From an optimization exercise on the open Yosys and OpenROAD flow, aimed at small area; shortcuts taken in it are not production practice.
RTL that was checked went through simulation tests only; none was proved equivalent to the original.
Only the layout flow was run in run 2; the RTL was not checked for function there.
Power is estimated from default activity; no workload was simulated.

[flow/config.mk]
export PLATFORM = sky130hd
export DESIGN_NAME = udp_rx
export DESIGN_NICKNAME = udp_rx
export VERILOG_FILES = /design/flow/design.v
export SDC_FILE = /design/flow/constraint.sdc
export NUM_CORES = 4
export LEC_CHECK = 0
export CAP_MARGIN = 0
export CORE_MARGIN = 2
export CORE_UTILIZATION = 72
export PLACE_DENSITY = 0.8
export SLEW_MARGIN = 0
[flow/constraint.sdc]
create_clock -name core_clock -period 8.0 [get_ports {clk}]
set_input_delay 1.6000 -clock core_clock [delete_from_list [all_inputs] [get_ports {clk}]]
set_output_delay 1.6000 -clock core_clock [all_outputs]
set_load 0.01 [all_outputs]
[flow/design.v]
module udp_rx #(
    parameter       BOARD_MAC   =   48'h00_11_22_33_44_55       ,
    parameter       BOARD_IP    =   {8'd192,8'd168,8'd1,8'd10}  ,
    parameter       BOARD_PORT  =   16'd1234
)(
    input                           clk                         ,
    input                           rst_n                       ,
    input                           gmii_rx_dv                  ,
    input           [7 : 0]         gmii_rxd                    ,
    input           [31 : 0]        crc_out                     ,
    output  reg     [7 : 0]         crc_data                    ,
    output  reg                     crc_en                      ,
    output  reg                     crc_clr                     ,
    output  reg     [1 : 0]         eth_rx_type                 ,
    output  reg                     rx_done                     ,
    output  reg     [ 7 : 0]        iudp_rx_data                ,
    output  reg                     iudp_rx_data_vld            ,
    output  reg     [15 : 0]        iudp_data_length            ,
    output  reg     [31 : 0]        data_checksum               ,
    output  reg     [7 : 0]         icmp_rx_type                ,
    output  reg     [7 : 0]         icmp_rx_code                ,
    output  reg     [15 : 0]        icmp_rx_id                  ,
    output  reg     [15 : 0]        icmp_rx_seq                 ,
    output  reg     [47 : 0]        src_mac                     ,
    output  reg     [31 : 0]        src_ip                      ,
    output  reg                     arp_rx_type
);
    localparam [2:0] IDLE      = 3'd0;
    localparam [2:0] ETH_HEAD  = 3'd1;
    localparam [2:0] IP_HEAD   = 3'd2;
    localparam [2:0] IUDP_HEAD = 3'd3;
    localparam [2:0] IUDP_DATA = 3'd4;
    localparam [2:0] ARP_DATA  = 3'd5;
    localparam [2:0] CRC       = 3'd6;
    localparam [2:0] RX_END    = 3'd7;
    reg     [2:0]   state_c, state_n;
    reg             start;
    reg     [2:0]   pre_cnt;         
    reg     [7:0]   rxd_r0;          
    reg             dv_r0;
    reg     [15:0]  cnt;
    reg             error_flag;
    reg             mac_uc, mac_bc;  
    reg             hdr_ok;          
    reg             op_b1;           
    reg     [79:0]  arp_sh;          
    wire    [3:0]   ihl = arp_sh[71:68];
    reg     [23:0]  des_crc;
    wire    [7:0]   rxd_r1 = crc_data;
    wire    st_idle = (state_c == IDLE);
    wire    st_eth  = (state_c == ETH_HEAD);
    wire    st_ip   = (state_c == IP_HEAD);
    wire    st_uh   = (state_c == IUDP_HEAD);
    wire    st_data = (state_c == IUDP_DATA);
    wire    st_arp  = (state_c == ARP_DATA);
    wire    st_crc  = (state_c == CRC);
    wire    st_end  = (state_c == RX_END);
    wire    add_cnt = dv_r0 && !st_idle && !st_end;
    wire    [15:0] cnt_p1 = cnt + 16'd1;
    reg     end_hit;
    always @(*) begin
        case (state_c)
            ETH_HEAD  : end_hit = (cnt == 16'd13);
            IP_HEAD   : end_hit = (cnt_p1 == {10'd0, ihl, 2'd0});
            IUDP_HEAD : end_hit = (cnt == 16'd7);
            IUDP_DATA : end_hit = iudp_rx_data_vld && (cnt_p1 == iudp_data_length);
            ARP_DATA  : end_hit = (cnt == 16'd45);
            CRC       : end_hit = iudp_rx_data_vld ? (iudp_data_length == 16'd1) : (cnt == 16'd3);
            default   : end_hit = 1'b0;
        endcase
    end
    wire    end_cnt = add_cnt && end_hit;
    always @(*) begin
        state_n = state_c;
        case (state_c)
            IDLE      : if (start) state_n = ETH_HEAD;
            ETH_HEAD  : if (error_flag) state_n = RX_END;
                        else if (end_cnt) state_n = (eth_rx_type == 2'd1) ? ARP_DATA : IP_HEAD;
            IP_HEAD   : if (error_flag) state_n = RX_END;
                        else if (end_cnt) state_n = IUDP_HEAD;
            IUDP_HEAD : if (end_cnt) state_n = IUDP_DATA;
            IUDP_DATA : if (end_cnt) state_n = CRC;
            ARP_DATA  : if (error_flag) state_n = RX_END;
                        else if (end_cnt) state_n = CRC;
            CRC       : if (end_cnt) state_n = RX_END;
            RX_END    : if (!gmii_rx_dv) state_n = IDLE;
        endcase
    end
    always @(posedge clk) begin
        if (!rst_n) state_c <= IDLE;
        else        state_c <= state_n;
    end
    always @(posedge clk) begin
        rxd_r0   <= gmii_rxd;
        dv_r0    <= gmii_rx_dv;
        crc_data <= rxd_r0;
        if (gmii_rx_dv && gmii_rxd == 8'h55)
            pre_cnt <= (pre_cnt == 3'd7) ? 3'd7 : pre_cnt + 3'd1;
        else
            pre_cnt <= 3'd0;
    end
    always @(posedge clk) begin
        if (!rst_n)
            start <= 1'b0;
        else if (st_idle)
            start <= gmii_rx_dv && (gmii_rxd == 8'hD5) && (pre_cnt == 3'd7);
    end
    always @(posedge clk) begin
        if (add_cnt && !end_cnt) cnt <= cnt_p1;
        else                     cnt <= 16'd0;
    end
    reg [7:0] mac_byte;
    always @(*) begin
        case (cnt[2:0])
            3'd0: mac_byte = BOARD_MAC[47:40];
            3'd1: mac_byte = BOARD_MAC[39:32];
            3'd2: mac_byte = BOARD_MAC[31:24];
            3'd3: mac_byte = BOARD_MAC[23:16];
            3'd4: mac_byte = BOARD_MAC[15:8];
            default: mac_byte = BOARD_MAC[7:0];
        endcase
    end
    always @(posedge clk) begin
        if (st_eth && add_cnt && cnt < 16'd6) begin
            mac_uc <= (mac_uc || cnt == 16'd0) && (rxd_r0 == mac_byte);
            mac_bc <= (mac_bc || cnt == 16'd0) && (rxd_r0 == 8'hFF);
        end
    end
    always @(*) begin
        case (state_c)
            ETH_HEAD : error_flag = (cnt == 16'd7  && !(mac_uc || mac_bc)) ||
                                    (cnt == 16'd13 && {rxd_r1, rxd_r0} != 16'h0800 && {rxd_r1, rxd_r0} != 16'h0806);
            IP_HEAD  : error_flag = (cnt == 16'd10 && rxd_r1 != 8'd17 && rxd_r1 != 8'd1) ||
                                    (cnt == 16'd19 && !(hdr_ok && {rxd_r1, rxd_r0} == BOARD_IP[15:0]));
            ARP_DATA : error_flag = (cnt == 16'd28 && !(hdr_ok && rxd_r1 == BOARD_IP[7:0]));
            default  : error_flag = 1'b0;
        endcase
    end
    always @(posedge clk) begin
        if (!rst_n)
            eth_rx_type <= 2'd0;
        else if (st_eth && add_cnt && cnt == 16'd12)
            eth_rx_type <= ({rxd_r0, gmii_rxd} == 16'h0806) ? 2'd1 : 2'd0;
        else if (st_ip && add_cnt && cnt == 16'd9) begin
            if (rxd_r0 == 8'd17)     eth_rx_type <= 2'd3;
            else if (rxd_r0 == 8'd1) eth_rx_type <= 2'd2;
        end
    end
    always @(posedge clk) begin
        if (st_ip && add_cnt && cnt == 16'd17)
            hdr_ok <= ({rxd_r1, rxd_r0} == BOARD_IP[31:16]);
        else if (st_arp && add_cnt && cnt == 16'd7)
            hdr_ok <= ({rxd_r1, rxd_r0} == 16'd1) || ({rxd_r1, rxd_r0} == 16'd2);
        else if (st_arp && add_cnt && cnt == 16'd25)
            hdr_ok <= hdr_ok && ({rxd_r1, rxd_r0} == BOARD_IP[31:16]);
        else if (st_arp && add_cnt && cnt == 16'd26)
            hdr_ok <= hdr_ok && (rxd_r0 == BOARD_IP[15:8]);
        if (st_arp && add_cnt && cnt == 16'd7)
            op_b1 <= rxd_r0[1];
    end
    always @(posedge clk) begin
        if (!rst_n)
            iudp_data_length <= 16'd0;
        else if (st_ip && add_cnt && cnt == 16'd4)
            iudp_data_length <= {arp_sh[79:72], rxd_r1} - {10'd0, ihl, 2'd0} - 16'd8;
    end
    always @(posedge clk) begin
        if (!rst_n) begin
            icmp_rx_type <= 8'd0;
            icmp_rx_code <= 8'd0;
            icmp_rx_id   <= 16'd0;
            icmp_rx_seq  <= 16'd0;
        end
        else if (st_uh && add_cnt && eth_rx_type == 2'd2) begin
            case (cnt)
                16'd0 : icmp_rx_type <= rxd_r0;
                16'd1 : icmp_rx_code <= rxd_r0;
                16'd5 : icmp_rx_id   <= {rxd_r1, rxd_r0};
                16'd7 : icmp_rx_seq  <= {rxd_r1, rxd_r0};
                default: ;
            endcase
        end
    end
    always @(posedge clk) begin
        if (st_data) iudp_rx_data <= rxd_r0;
        iudp_rx_data_vld <= st_data;
        crc_clr <= st_idle;
        crc_en  <= !st_idle && !st_end && !st_crc;
    end
    always @(posedge clk) begin
        if (!rst_n)
            des_crc <= 24'hff_ff_ff;
        else if (add_cnt && st_crc)
            des_crc <= {rxd_r0, des_crc[23:8]};
    end
    wire arp_shift = st_arp && add_cnt && cnt >= 16'd8 && cnt <= 16'd17;
    always @(posedge clk) begin
        if (arp_shift)
            arp_sh[79:32] <= arp_sh[71:24];
        else begin
            if (st_ip && add_cnt && cnt == 16'd3)
                arp_sh[79:72] <= rxd_r1;
            if (st_ip && add_cnt && cnt == 16'd0)
                arp_sh[71:68] <= rxd_r0[3:0];
        end
    end
    always @(posedge clk) begin
        if (!rst_n || st_end)
            arp_sh[31:0] <= 32'd0;
        else if (arp_shift)
            arp_sh[31:0] <= {arp_sh[23:0], rxd_r0};
        else if (st_data && add_cnt && eth_rx_type == 2'd2) begin
            if (end_cnt && iudp_data_length[0])
                arp_sh[31:0] <= arp_sh[31:0] + {24'd0, rxd_r0};
            else if (cnt[0])
                arp_sh[31:0] <= arp_sh[31:0] + {16'd0, rxd_r1, rxd_r0};
        end
    end
    always @(posedge clk) begin
        if (!rst_n) begin
            rx_done       <= 1'b0;
            src_mac       <= 48'd0;
            src_ip        <= 32'd0;
            arp_rx_type   <= 1'b0;
            data_checksum <= 32'd0;
        end
        else if (st_crc && end_cnt && ({rxd_r0, des_crc} == crc_out)) begin
            if (eth_rx_type == 2'd1) begin
                src_mac     <= arp_sh[79:32];
                src_ip      <= arp_sh[31:0];
                arp_rx_type <= op_b1;
            end
            else if (eth_rx_type == 2'd2)
                data_checksum <= arp_sh[31:0];
            rx_done <= 1'b1;
        end
        else
            rx_done <= 1'b0;
    end
endmodule
[flow/flow/run.sh]
#!/bin/bash
# Standard ORFS synthesis, then an area-oriented ABC re-mapping of the
# combinational logic (registers untouched; several random seeds, smallest
# kept), then the standard layout with small port buffers and a leaner
# clock tree.
set -euo pipefail
HERE=$(pwd)
R=$HERE/orfs/results/sky130hd/udp_rx/base
LIB=$FLOW_HOME/platforms/sky130hd/lib/sky130_fd_sc_hd__tt_025C_1v80.lib
YOSYS=$(command -v yosys || echo $FLOW_HOME/../tools/install/yosys/bin/yosys)
SEEDS="0 1 2 3 4 5 6 7"

bash standard.sh synth > standard_synth.log 2>&1

cp $R/1_2_yosys.v $HERE/std_1_2_yosys.v
FFS=$(grep -o 'sky130_fd_sc_hd__[a-z0-9_]*' $R/1_2_yosys.v | sort -u | grep -E '__(df|edf|sdf|dl|conb)' | tr '\n' ' ')
for s in $SEEDS; do
  sed "s/@SEED@/$s/" flow/abc_remap.script > abc_remap_$s.script
  cat > remap_$s.ys <<EOY
read_liberty -ignore_miss_func -ignore_miss_data_latch $LIB
blackbox $FFS
read_verilog $HERE/std_1_2_yosys.v
hierarchy -top $FLOW_TOP
flatten
opt_clean -purge
abc -dont_use sky130_fd_sc_hd__probe_p_8 -dont_use sky130_fd_sc_hd__probec_p_8 -dont_use sky130_fd_sc_hd__lpflow_* -liberty $LIB -script $HERE/abc_remap_$s.script
opt_clean -purge
setundef -zero
hilomap -singleton -hicell sky130_fd_sc_hd__conb_1 HI -locell sky130_fd_sc_hd__conb_1 LO
splitnets
opt_clean -purge
rename -enumerate -pattern remap_n% w:*:* w:*/*
rename -enumerate -pattern remap_c% c:*:* c:*/*
rename -enumerate -pattern remap_w% w:*.*
tee -o remap_area_$s.txt stat -liberty $LIB
write_verilog -noattr -nohex -nodec $HERE/remap_$s.v
EOY
  ( $YOSYS -l remap_yosys_$s.log remap_$s.ys > /dev/null 2>&1 || true ) &
  while [[ $(jobs -r | wc -l) -ge 4 ]]; do sleep 1; done
done
wait
best=""; best_area=""
for s in $SEEDS; do
  a=$(grep 'Chip area' remap_area_$s.txt 2>/dev/null | awk '{print $NF}')
  [[ -n "$a" && -s remap_$s.v ]] || continue
  echo "seed $s area $a" >> remap_choice.log
  if [[ -z "$best" ]] || awk "BEGIN{exit !($a < $best_area)}"; then best=$s; best_area=$a; fi
done
if [[ -n "$best" ]]; then
  echo "chosen seed $best area $best_area" >> remap_choice.log
  cp remap_$best.v $R/1_2_yosys.v
  rm -f $R/1_synth.odb $R/1_synth.sdc
else
  echo "remap failed; keeping the standard netlist" >> remap_choice.log
fi

bash standard.sh \
  BUFFER_PORTS_ARGS="-buffer_cell sky130_fd_sc_hd__buf_1" \
  CTS_ARGS="-sink_clustering_enable -repair_clock_nets -dont_use_dummy_load -buf_list sky130_fd_sc_hd__clkbuf_8 -sink_clustering_size 16 -sink_clustering_max_diameter 100" \
  finish > standard.log 2>&1
[flow/flow/abc_remap.script]
strash
&get -n
&deepsyn -T 60 -S @SEED@
&dch -f
&nf -R 1000
&put
[flow/standard.sh]
#!/bin/bash
# synth_recipe.tcl (not shown) runs the flow's synth.tcl, then flattens the netlist and writes it again
# the make line also repeats each setting of config.mk as NAME=value (left out here)
make -C /OpenROAD-flow-scripts/flow DESIGN_CONFIG=/design/flow/config.mk WORK_HOME=/design/flow/orfs CLKGATE_MAP_FILE= SYNTH_SCRIPT=/design/flow/synth_recipe.tcl "${@:-finish}"
==> impl_results.md, run 1 <==
- Clk_skew: 0.06294 ns
- Worst-margin pin slew: 1.175 ns
- Port Buffers: 241
- Wire per inst: 21.83 µm
- Vias per inst: 6.653
- TritonCTS Sinks: 339
- Routed vias: 11,180
- Max Cap Violations: 0
- Final nets: 1,500
- CP Max Fanout: 16
- Status: complete, no violations
- Initial Util: 0.7349
- Hold slack: 0.4625 ns
- Chip height: 136.6 µm
- Core footprint: 0.01724 mm²
- Antenna Diode Count: 0
- Clock Latency Late Sink: 0.59 ns
- Worst hold path type: flop to flop
- GR Overflow Total: 0
- Cell area power density: 191.5 mW/mm²
- Placer Congestion: 0.9959
- Final setup fails: 0
- Peak Freq: 0.1311 GHz
- Share of layout cells above drive strength 1: 0.04880
- Area of the multi-input gates: 0.005186 mm²
- Die area: 0.01867 mm²
- Post-route cell area: 0.01449 mm²
- First-pass DRT Iterations: 8
- DR DRC count: 0
- Final WL: 36.67 mm
- Pins Over Slew Limit: 0
- WP data required: 8.48 ns
- Kind of end point of the critical path: flop
- CTS tree: yes
- Max VDD drop: 0.1933 mV
- Worst setup SP type: flop
- Mapped Nets: 1,201
- CTS Hold Bufs: 0
- Placed instance area: 0.01410 mm²
- I/O pins: 242
- Critical path class: flop to flop
- Instance count of the mapped netlist: 1,158
- Register Area: 0.007391 mm²
- Post-layout min period: 7.628 ns
- Most used cell, CP: and3_1
- Final setup TNS: 0 ns
- Hpwl dp: 25.51 mm
- Crit path DAT: 8.11 ns
- Synth warnings: 1
- Delay of the slowest cell on the worst path: 0.46 ns
- Fillers: 959
- Die width: 136.6 µm
- Antenna-violating nets left: 0
- CTS Root Cell: clkbuf_8
- FP Rows: 48
- TritonCTS Buffers: 25
- Leak Pwr: 5.132 nW
- H-tree Lvls: 1
- All-Layer GR Usage: 0.3759
- Syn avg cell area: 10.94 µm²
- Commonest non-fill, non-tap cells in the layout: 278 x dfxtp_1, 241 x buf_1, 166 x a22o_1
- Reg2reg setup slack: 0.37 ns
- Clk pin slew, worst setup/hold paths: 0.11 ns
- PnR worst setup slack: 0.3719 ns
- Number of global-route vias before repair: 10,480
- Global-route wire length before repair: 54.99 mm
- Antenna violations before repair: 0
- Largest net degree at the start of global routing: 77
- Slowest CP cell: dfxtp_4
- Clock tree buffer depth: 3
- Area Growth Syn to Fin: 14.39%
- Final hold violations: 0
- Tcrit/Tclk final: 0.9535
- Pre-CTS WS: 0.3121 ns
- Initial DRC Count: 1,059
- Commonest non-fill, non-tap cell in the layout: dfxtp_1
- Rel. slew slack: 0.2148
- Mapped cell area: 0.01267 mm²
==> final cells by class <==
type	count	share of cell area
Sequential cell	339	0.5101
Inverter	40	0.01036
Clock buffer	25	0.02375
Multi-Input combinational cell	779	0.3579
Tap cell	225	0.01943
Timing Repair Buffer	272	0.07849
==> path summary, 6_finish.rpt <==
| kind | startpoint | endpoint | cells after the start |
|---|---|---|---|
| max | cnt[1]$_SDFF_PN0_ | arp_sh[31]$_SDFFE_PP0P_ | 34 |
| min | arp_sh[49]$_DFFE_PP_ | arp_sh[57]$_DFFE_PP_ | 0 |
| max reg2reg | cnt[1]$_SDFF_PN0_ | arp_sh[31]$_SDFFE_PP0P_ | 34 |
| min reg2reg | arp_sh[49]$_DFFE_PP_ | arp_sh[57]$_DFFE_PP_ | 0 |
==> power breakdown <==
group	internal (mW)	leakage, nW	total [mW]	switching [mW]
sequential	1.75	2.77	1.77	0.0215
combinational	0.0685	2.18	0.214	0.146
clock	0.280	0.180	0.788	0.507
total	2.10	5.13	2.77	0.675
==> layer usage <==
| layer | track usage | wire length, µm | vias to the layer above | share of wire |
|---|---|---|---|---|
| met1 | 0.4794 | 14010 | 5303 | 0.38 |
| met4 | 0.1406 | 1300 | 0 | 0.035 |
| met2 | 0.6389 | 17820 | 724 | 0.49 |
| met3 | 0.06889 | 3538 | 122 | 0.096 |
| li1 | - | - | 5028 | - |
| met5 | 0 | 0 | - | 0 |
==> stage by stage <==
| stage | power [mW] | std cells | util |
|---|---|---|---|
| 2_1_floorplan | 1.933 | 1158 | - |
| 3_3_place_gp | 2.014 | 1654 | 0.8183 |
| 3_5_place_dp | 2.018 | 1654 | 0.8183 |
| 4_1_cts | 2.762 | 1679 | 0.8383 |
| 5_1_grt | 2.842 | 1680 | 0.8407 |
| 6_report | 2.775 | 1680 | 0.8407 |
==> worst max-delay path, delay by kind of cell (launching register included) <==
kind                       cells  cell delay, ns
DFF                            1            0.46
adders and majority gates      1            0.40
xor gates and xnor gates       4            0.83
buffers and inverters          1            0.10
and+or+nand+nor               15            2.90
AOI/OAI and AO/OA             13            2.87
==> what timing repair did <==
item,in CTS,in global routing
gates resized for setup,0,8
endpoints found under the setup margin,0,5
buffers inserted,0,1
==> sequential cells by signal (all words and copies together) (netlist names), 8 cells and up <==
name	count
iudp_data_length	16
rxd_r0	8
crc_data	8
des_crc	24
src_ip	32
src_mac	48
iudp_rx_data	8
data_checksum	32
cnt	16
icmp_rx_type	8
icmp_rx_seq	16
icmp_rx_code	8
arp_sh	80
icmp_rx_id	16
==> inputs of run 2 (changes only) <==
--- a/flow/design.v
+++ b/flow/design.v
@@ -212,3 +212,3 @@
         else if (st_data && add_cnt && eth_rx_type == 2'd2) begin
-            if (end_cnt && iudp_data_length[0])
+            if (iudp_rx_data_vld && iudp_data_length[0] && !cnt[0] && cnt[15:1] == iudp_data_length[15:1])
                 arp_sh[31:0] <= arp_sh[31:0] + {24'd0, rxd_r0};
--- a/flow/config.mk
+++ b/flow/config.mk
@@ -9,4 +9,4 @@
 export CORE_MARGIN = 2
-export CORE_UTILIZATION = 72
-export PLACE_DENSITY = 0.8
+export CORE_UTILIZATION = 65
+export PLACE_DENSITY = 0.75
 export SLEW_MARGIN = 0
==> run 2 against run 1 <==
Against the previous run:
- still clean on timing, DRC and antenna
- clock skew is 0.0027 ns higher
- register-to-register slack better by 0.13 ns
- first-iteration DRC count shrank 16%
- highest routed layer unchanged
==> impl_results.md, run 2 <==
- DR DRC count: 0
- First-pass DRT Iterations: 7
- Final setup fails: 0
- Delay of the slowest cell on the worst path: 0.41 ns
- Hold Path Depth: 0
- Core Util, Final: 0.7570
- CP Max Fanout: 7
- Number of flip-flops in the largest register: 80
- Worst-margin pin slew: 1.262 ns
- Initial DRC Count: 886
- H-tree Lvls: 1
- Reg2reg setup slack: 0.50 ns
- Tcrit/Tclk final: 0.9370
- Hold Startpoint: arp_sh[40]$_DFFE_PP_
- Hold slack: 0.4569 ns
- Tot Pwr: 2.641 mW
- Placer Congestion: 0.9932
- Most flop-heavy register: arp_sh
- Largest registers: arp_sh x80, src_mac x48
- Vias per inst: 6.349
- Instance count of the mapped netlist: 1,199
- Status: complete, no violations
- Peak Freq: 0.1334 GHz
- Die width: 144.4 µm
- Clk pin slew, worst setup/hold paths: 0.10 ns
- Reg2Reg Depth: 35
- Antenna-violating nets left: 0
- Hold-critical path endpoint: arp_sh[48]$_DFFE_PP_
- Clock Latency Late Sink: 0.58 ns
- Pre-CTS WS: 0.2944 ns
- TritonCTS Buffers: 25
- Max VDD drop: 0.1614 mV
- Critical path class: flop to flop
- Final WL: 36.74 mm
- FP Rows: 51
- Clk_skew: 0.06565 ns
- Routed vias: 11,160
- Max Cap Violations: 0
- Post-CTS Setup Inserts: 0
- CTS tree: yes
- Worst setup SP type: flop
- Syn avg cell area: 10.68 µm²
- Chip height: 144.4 µm
- Worst hold path type: flop to flop
- Critical path's top delay family: simple AND/OR/NAND/NOR gates
- Mapped Nets: 1,242
- Wire per inst: 20.90 µm
- WP data required: 8.46 ns
- Number of global-route vias before repair: 10,300
- Slowest CP cell: maj3_1
- Crit path DAT: 7.95 ns
- Most used cell, CP: maj3_1
- CP Depth: 35
- Worst Setup SP: arp_sh[0]$_SDFFE_PP0P_
- Port Buffers: 241
- CTS Root Cell: clkbuf_8
- Antenna violations before repair: 0
- Rel. slew slack: 0.1554
- Commonest non-fill, non-tap cells in the layout: 278 x dfxtp_1, 241 x buf_1, 160 x a22o_1
- Area Growth Syn to Fin: 14.64%
- I/O pins: 242
- Pins Over Slew Limit: 0
- Post-layout min period: 7.496 ns
- Largest net degree at the start of global routing: 82
- Final nets: 1,538
- CP bufs+invs: 0
- Cell area power density: 179.8 mW/mm²
- Share of layout cells above drive strength 1: 0.04488
- Antenna Diode Count: 0
- Core footprint: 0.01940 mm²
- Final hold violations: 0
- Global-route wire length before repair: 55.85 mm
- R2r startpoint: arp_sh[0]$_SDFFE_PP0P_
- PnR worst setup slack: 0.5036 ns
- Clock tree buffer depth: 3
- Synth warnings: 1
- Mapped cell area: 0.01281 mm²
- Leak Pwr: 5.311 nW
- Die area: 0.02084 mm²
- Initial Util: 0.6603
- TritonCTS Sinks: 339
- R2r endpoint: arp_sh[30]$_SDFFE_PP0P_
- Hpwl dp: 24.86 mm
- All-Layer GR Usage: 0.3407
- Commonest non-fill, non-tap cell in the layout: dfxtp_1
- GR Overflow Total: 0
- Kind of end point of the critical path: flop
run 2: worst register-to-register path, delay by kind of cell, from the launching register on:
kind	cells	cell delay (ns)
simple gates	20	3.15
fa+ha+maj	6	2.35
compound gates	9	1.53
flops	1	0.35
run 2: metal layers:
metal	vias up	GRT usage	part of all wire
met3	114	0.05629	0.090
met2	557	0.5428	0.46
li1	5111	-	-
met4	0	0.1150	0.036
met1	5379	0.4766	0.41
met5	-	0	0
run 2: layout make-up:
| type | instances | area (µm²) |
|---|---|---|
| flip-flops and latches | 339 | 7388 |
| multi-input cells | 815 | 5336 |
| fillers | 1398 | 4715 |
| repair buffers | 269 | 1115 |
| clock buffers | 25 | 344.1 |
| well taps | 265 | 331.6 |
| inverters | 45 | 168.9 |
run 2: where the power goes:
| part | leakage (nW) | internal [mW] | switching (mW) |
|---|---|---|---|
| clock network | 0.180 | 0.280 | 0.514 |
| registers | 2.78 | 1.73 | 0.00823 |
| logic | 2.35 | 0.0291 | 0.0751 |
| total | 5.31 | 2.04 | 0.597 |
run 2: timing repair:
action | CTS | global route
endpoints found under the setup margin | 0 | 5
resized for setup | 0 | 10
hold buffers | 0 | 0
run 2: worst max path at each step:
| stage | to | slack (ns) |
|---|---|---|
| 4_1_cts | arp_sh[30]$_SDFFE_PP0P_ | 0.25 |
| 2_1_floorplan | arp_sh[30]$_SDFFE_PP0P_ | 0.29 |
| 6_report | arp_sh[30]$_SDFFE_PP0P_ | 0.50 |
| 3_3_place_gp | arp_sh[30]$_SDFFE_PP0P_ | 0.49 |
| 3_5_place_dp | arp_sh[30]$_SDFFE_PP0P_ | 0.29 |
| 5_1_grt | arp_sh[30]$_SDFFE_PP0P_ | -0.06 |
run 2: through the flow:
step	setup TNS, ns	area (µm²)	instances
after CTS	0	14640	1758
after floorplan	0	12820	1199
after detailed placement	0	14300	1733
after global placement	0	14300	1733
final	0	14680	1758
after global routing	-0.06455	14680	1758
==> inputs of run 3 (changes only) <==
--- a/flow/design.v
+++ b/flow/design.v
@@ -212,3 +212,3 @@
         else if (st_data && add_cnt && eth_rx_type == 2'd2) begin
-            if (iudp_rx_data_vld && iudp_data_length[0] && !cnt[0] && cnt[15:1] == iudp_data_length[15:1])
+            if (end_cnt && iudp_data_length[0])
                 arp_sh[31:0] <= arp_sh[31:0] + {24'd0, rxd_r0};
--- a/flow/flow/run.sh
+++ b/flow/flow/run.sh
@@ -58,3 +58,3 @@
   BUFFER_PORTS_ARGS="-buffer_cell sky130_fd_sc_hd__buf_1" \
-  CTS_ARGS="-sink_clustering_enable -repair_clock_nets -dont_use_dummy_load -buf_list sky130_fd_sc_hd__clkbuf_8 -sink_clustering_size 16 -sink_clustering_max_diameter 100" \
+  CTS_ARGS="-sink_clustering_enable -repair_clock_nets -dont_use_dummy_load -buf_list sky130_fd_sc_hd__clkbuf_8 -sink_clustering_size 16 -sink_clustering_max_diameter 140" \
   finish > standard.log 2>&1
==> run 3 against run 2 <==
Against the previous run:
- die area decreased by 1.1%
- critical path depth decreased by 1
- worst hold slack got worse by 0.0012 ns
- synthesized area decreased by 1.1%
- synthesized cell count fell by 3.4%
- sequential power increased by 2%
- critical path type unchanged
- clock skew fell by 0.0058 ns
- design area shrank 1.2%
- largest power group unchanged
- combinational power is 97% higher
==> impl_results.md, run 3 <==
- Largest registers: arp_sh x80, src_mac x48
- Commonest non-fill, non-tap cell in the layout: dfxtp_1
- Core Util, Final: 0.7526
- Largest net degree at the start of global routing: 56
- Peak Freq: 0.1344 GHz
- Placer Congestion: 0.9467
- Global-route wire length before repair: 54.00 mm
- Hold Path Depth: 0
- Post-layout min period: 7.438 ns
- Clock Latency Late Sink: 0.58 ns
- Worst hold path type: flop to flop
- Chip height: 143.6 µm
- Crit path DAT: 7.91 ns
- Initial DRC Count: 944
- TritonCTS Sinks: 339
- Tot Pwr: 2.776 mW
- Area Growth Syn to Fin: 14.49%
- Pins Over Slew Limit: 0
- Critical path class: flop to flop
- Vias per inst: 6.248
- Most used cell, CP: and3_1
- Hold slack: 0.4557 ns
- Max Cap Violations: 0
- Status: complete, no violations
- CTS Hold Bufs: 0
- Final setup TNS: 0 ns
- Antenna violations before repair: 0
- Syn avg cell area: 10.94 µm²
- CTS resizes: 0
- Cell area power density: 191.4 mW/mm²
- H-tree Lvls: 1
- Final hold violations: 0
- CTS Root Cell: clkbuf_8
- Final setup fails: 0
- Port Buffers: 241
- Placed insts: 1,692
- Final WL: 34.89 mm
- Wire per inst: 20.32 µm
- Max VDD drop: 0.1775 mV
- Delay of the slowest cell on the worst path: 0.47 ns
- Instance count of the mapped netlist: 1,158
- Kind of end point of the critical path: flop
- Unrepaired setup endpoints after global routing: no
- Leak Pwr: 5.116 nW
- Placed instance area: 0.01414 mm²
- Number of global-route vias before repair: 9,974
- Most flop-heavy register: arp_sh
- Fillers: 1,443
- Clock tree buffer depth: 3
- DR DRC count: 0
- Routed vias: 10,730
- Initial Util: 0.6573
- PnR worst setup slack: 0.5623 ns
- Tcrit/Tclk final: 0.9297
- Number of flip-flops in the largest register: 80
- GR Overflow Total: 0
- Worst setup SP type: flop
- Reg2Reg Depth: 34
- Share of layout cells above drive strength 1: 0.04477
- Core footprint: 0.01927 mm²
- Slowest CP cell: dfxtp_4
- Clk pin slew, worst setup/hold paths: 0.11 ns
- Mapped cell area: 0.01267 mm²
- WP data required: 8.47 ns
- Commonest non-fill, non-tap cells in the layout: 277 x dfxtp_1, 241 x buf_1, 166 x a22o_1
- Die area: 0.02062 mm²
- Fin cells: 1,717
- Final nets: 1,497
- Synth warnings: 1
- First-pass DRT Iterations: 5
- CP Max Fanout: 17
- CTS tree: yes
- Antenna Diode Count: 0
- All-Layer GR Usage: 0.3316
- Pre-CTS WS: 0.3504 ns
- Post-CTS Setup Inserts: 0
- Clk_skew: 0.05983 ns
- I/O pins: 242
- Die width: 143.6 µm
- FP Rows: 51
- Antenna-violating nets left: 0
- Mapped Nets: 1,201
- Worst-margin pin slew: 1.167 ns
- TritonCTS Buffers: 25
- Rel. slew slack: 0.2207
- Post-route cell area: 0.01450 mm²
- Hpwl dp: 24.53 mm
## run 3: report_power, final
part | internal, mW | switching (mW) | total [mW]
clock network | 0.281 | 0.512 | 0.793
registers | 1.75 | 0.0273 | 1.78
logic | 0.0668 | 0.138 | 0.205
## run 3: area by class of cell
cell class              instances  area (µm²)  share of cell area
clock buffers                  25       344.1             0.02373
inverters                      40       150.1             0.01035
multi-input cells             779        5167              0.3563
flip-flops and latches        339        7395              0.5099
well taps                     265       331.6             0.02286
repair buffers                269        1115             0.07687
## run 3: worst paths after layout
path,start,to,slack (ns)
hold reg to reg,arp_sh[44]$_DFFE_PP_,arp_sh[52]$_DFFE_PP_,0.46
hold / removal,arp_sh[44]$_DFFE_PP_,arp_sh[52]$_DFFE_PP_,0.46
setup reg to reg,cnt[2]$_SDFF_PN0_,arp_sh[31]$_SDFFE_PP0P_,0.56
setup / recovery,cnt[2]$_SDFF_PN0_,arp_sh[31]$_SDFFE_PP0P_,0.56
## run 3: critical path: cells and delay by family, from the launching register on
| kind | cells | cell delay (ns) |
|---|---|---|
| AO/OA/AOI/OAI | 8 | 1.63 |
| XOR/XNOR | 4 | 0.81 |
| adder cells (fa/ha/maj) | 1 | 0.40 |
| buffers and inverters | 2 | 0.16 |
| flip-flops | 1 | 0.47 |
| AND/OR/NAND/NOR | 19 | 3.87 |
## run 3: metal layers
layer,wire [µm],global-route usage
met1,14750,0.4572
met3,2732,0.05565
met4,1318,0.1130
met2,16090,0.5338
met5,0,0
==> inputs of run 4 (changes only) <==
--- a/flow/flow/run.sh
+++ b/flow/flow/run.sh
@@ -58,3 +58,3 @@
   BUFFER_PORTS_ARGS="-buffer_cell sky130_fd_sc_hd__buf_1" \
-  CTS_ARGS="-sink_clustering_enable -repair_clock_nets -dont_use_dummy_load -buf_list sky130_fd_sc_hd__clkbuf_8 -sink_clustering_size 16 -sink_clustering_max_diameter 140" \
+  CTS_ARGS="-sink_clustering_enable -repair_clock_nets -dont_use_dummy_load -buf_list sky130_fd_sc_hd__clkbuf_8 -sink_clustering_size 17 -sink_clustering_max_diameter 100" \
   finish > standard.log 2>&1
==> run 4 against run 3 <==
Against the previous run:
- still clean on timing, DRC and antenna
- total power down 0.91%
- count of clock-buffer cells in the layout fell by 2
- core utilization fell by 0.14 points
- sequential power barely moved
- wire length barely moved
- synthesized cell count unchanged
- via count is 0.57% higher
- clock power is 3.0% lower
- combinational power hardly changed
- non-clock buffer count stayed put
- largest cell class unchanged
==> impl_results.md, run 4 <==
- Clock tree buffer depth: 3
- Cell area power density: 190.1 mW/mm²
- Leak Pwr: 5.101 nW
- Chip height: 143.6 µm
- Final WL: 34.88 mm
- Post-layout min period: 7.408 ns
- Wire per inst: 20.34 µm
- Worst setup SP type: flop
- Largest net degree at the start of global routing: 56
- Placed instance area: 0.01414 mm²
- Global-route wire length before repair: 53.72 mm
- Most used cell, CP: and3_1
- Port Buffers: 241
- H-tree Lvls: 1
- Area Growth Syn to Fin: 14.27%
- Placer Congestion: 0.9467
- Vias per inst: 6.291
- Largest registers: arp_sh x80, src_mac x48
- Final hold violations: 0
- Clk_skew: 0.07956 ns
- Most flop-heavy register: arp_sh
- Final setup TNS: 0 ns
- Commonest non-fill, non-tap cells in the layout: 277 x dfxtp_1, 241 x buf_1, 166 x a22o_1
- Antenna violations before repair: 0
- CP Max Fanout: 17
- Rel. slew slack: 0.1997
- Worst hold path type: flop to flop
- Post-CTS Setup Inserts: 0
- Kind of end point of the critical path: flop
- Final nets: 1,495
- Worst-margin pin slew: 1.198 ns
- Die width: 143.6 µm
- Die area: 0.02062 mm²
- DR DRC count: 0
- Final setup fails: 0
- Core footprint: 0.01927 mm²
- Initial DRC Count: 904
- Clock Latency Late Sink: 0.60 ns
- Syn avg cell area: 10.94 µm²
- CTS Hold Bufs: 0
- Commonest non-fill, non-tap cell in the layout: dfxtp_1
- Initial Util: 0.6573
- First-pass DRT Iterations: 5
- CTS tree: yes
- I/O pins: 242
- Crit path DAT: 7.89 ns
- Mapped Nets: 1,201
- Hpwl dp: 24.53 mm
- WP data required: 8.48 ns
- Critical path's top delay family: simple AND/OR/NAND/NOR gates
- Instance count of the mapped netlist: 1,158
- Mapped cell area: 0.01267 mm²
- Routed vias: 10,790
- Number of flip-flops in the largest register: 80
- Synth warnings: 1
- GR Overflow Total: 0
- Tcrit/Tclk final: 0.9259
- CP bufs+invs: 2
- TritonCTS Sinks: 339
- Unrepaired setup endpoints after global routing: no
- Clk pin slew, worst setup/hold paths: 0.11 ns
- Tot Pwr: 2.751 mW
- Antenna-violating nets left: 0
- All-Layer GR Usage: 0.3308
- Peak Freq: 0.1350 GHz
- Slowest CP cell: dfxtp_4
- Delay of the slowest cell on the worst path: 0.47 ns
- TritonCTS Buffers: 23
- Max VDD drop: 0.1571 mV
- Number of global-route vias before repair: 9,900
- Status: complete, no violations
- FP Rows: 51
- Antenna Diode Count: 0
- Max Cap Violations: 0
- Share of layout cells above drive strength 1: 0.04345
- Pins Over Slew Limit: 0
- Post-route cell area: 0.01448 mm²
- Critical path class: flop to flop
- CTS Root Cell: clkbuf_8
==> run 4: through the flow <==
stage | util | cells | setup WS, ns | hold WS (ns)
finish | 0.7511 | 1715 | 0.5924 | 0.4556
floorplan | - | 1158 | 0.8800 | 0.4273
global route | 0.7511 | 1715 | 0.03348 | 0.4669
global placement | 0.7337 | 1692 | 0.7547 | 0.4303
CTS | 0.7502 | 1715 | 0.3355 | 0.4571
detailed placement | 0.7337 | 1692 | 0.3504 | 0.4341
==> run 4: worst register-to-register path: cells and delay by family, from the launching register on <==
kind,cells,cell delay [ns]
simple gates,19,3.87
compound gates,8,1.66
xor+xnor,4,0.81
flops,1,0.47
fa+ha+maj,1,0.39
buf+inv,2,0.16
==> run 4: power by group <==
part	switching, mW	internal (mW)
clock	0.509	0.259
combinational	0.137	0.0668
sequential	0.0275	1.75
==> run 4: cell type report <==
cell class / instances / area, µm²
well taps: 265 / 331.6
inverters: 40 / 150.1
multi-input cells: 779 / 5167
flip-flops and latches: 339 / 7395
fillers: 1439 / 4796
clock buffers: 23 / 316.6
repair buffers: 269 / 1115
==> run 4: worst paths after layout <==
kind              slack (ns)                 start  cells after the start                 endpoint
setup / recovery        0.59     cnt[2]$_SDFF_PN0_                     34  arp_sh[31]$_SDFFE_PP0P_
hold reg to reg         0.46  arp_sh[46]$_DFFE_PP_                      0     arp_sh[54]$_DFFE_PP_
setup reg to reg        0.59     cnt[2]$_SDFF_PN0_                     34  arp_sh[31]$_SDFFE_PP0P_
hold / removal          0.46  arp_sh[46]$_DFFE_PP_                      0     arp_sh[54]$_DFFE_PP_
==> run 4: repair_timing <==
action,in CTS,in global routing
resized for setup,0,7
endpoints found under the setup margin,0,5
hold endpoints to repair,0,0
==> run 4: metal layers <==
metal,wire length [µm],track usage
met1,14880,0.4587
met2,16040,0.5331
met3,2761,0.05498
met4,1196,0.1063
met5,0,0

static timing again, ports no longer ideal:
The results above use ideal ports. As a check the final layouts listed here were re-extracted and re-timed, cells and wires unchanged.
Step 1 assumes that a clkbuf_16 drives the clock port and a buf_2 every other input.
Step 2 moves the port delays by t, midway between the first and last clock arrival at a register: inputs arrive t later, outputs are due t later. That takes back most of the time a late clock gives input paths.
a / b / c = ideal / step 1 / step 2; a / b = the first two.
run	t, ns	setup slack, ns	worst slew at a driven data input, ns
run 1	0.599	0.372 / 0.372 / 0.372	0.05
run 2	0.599	0.504 / 0.504 / 0.504	0.04
run 3	0.592	0.562 / 0.562 / 0.562	0.04
run 4	0.601	0.592 / 0.592 / 0.592	0.04
After both steps every run listed still meets setup and hold.
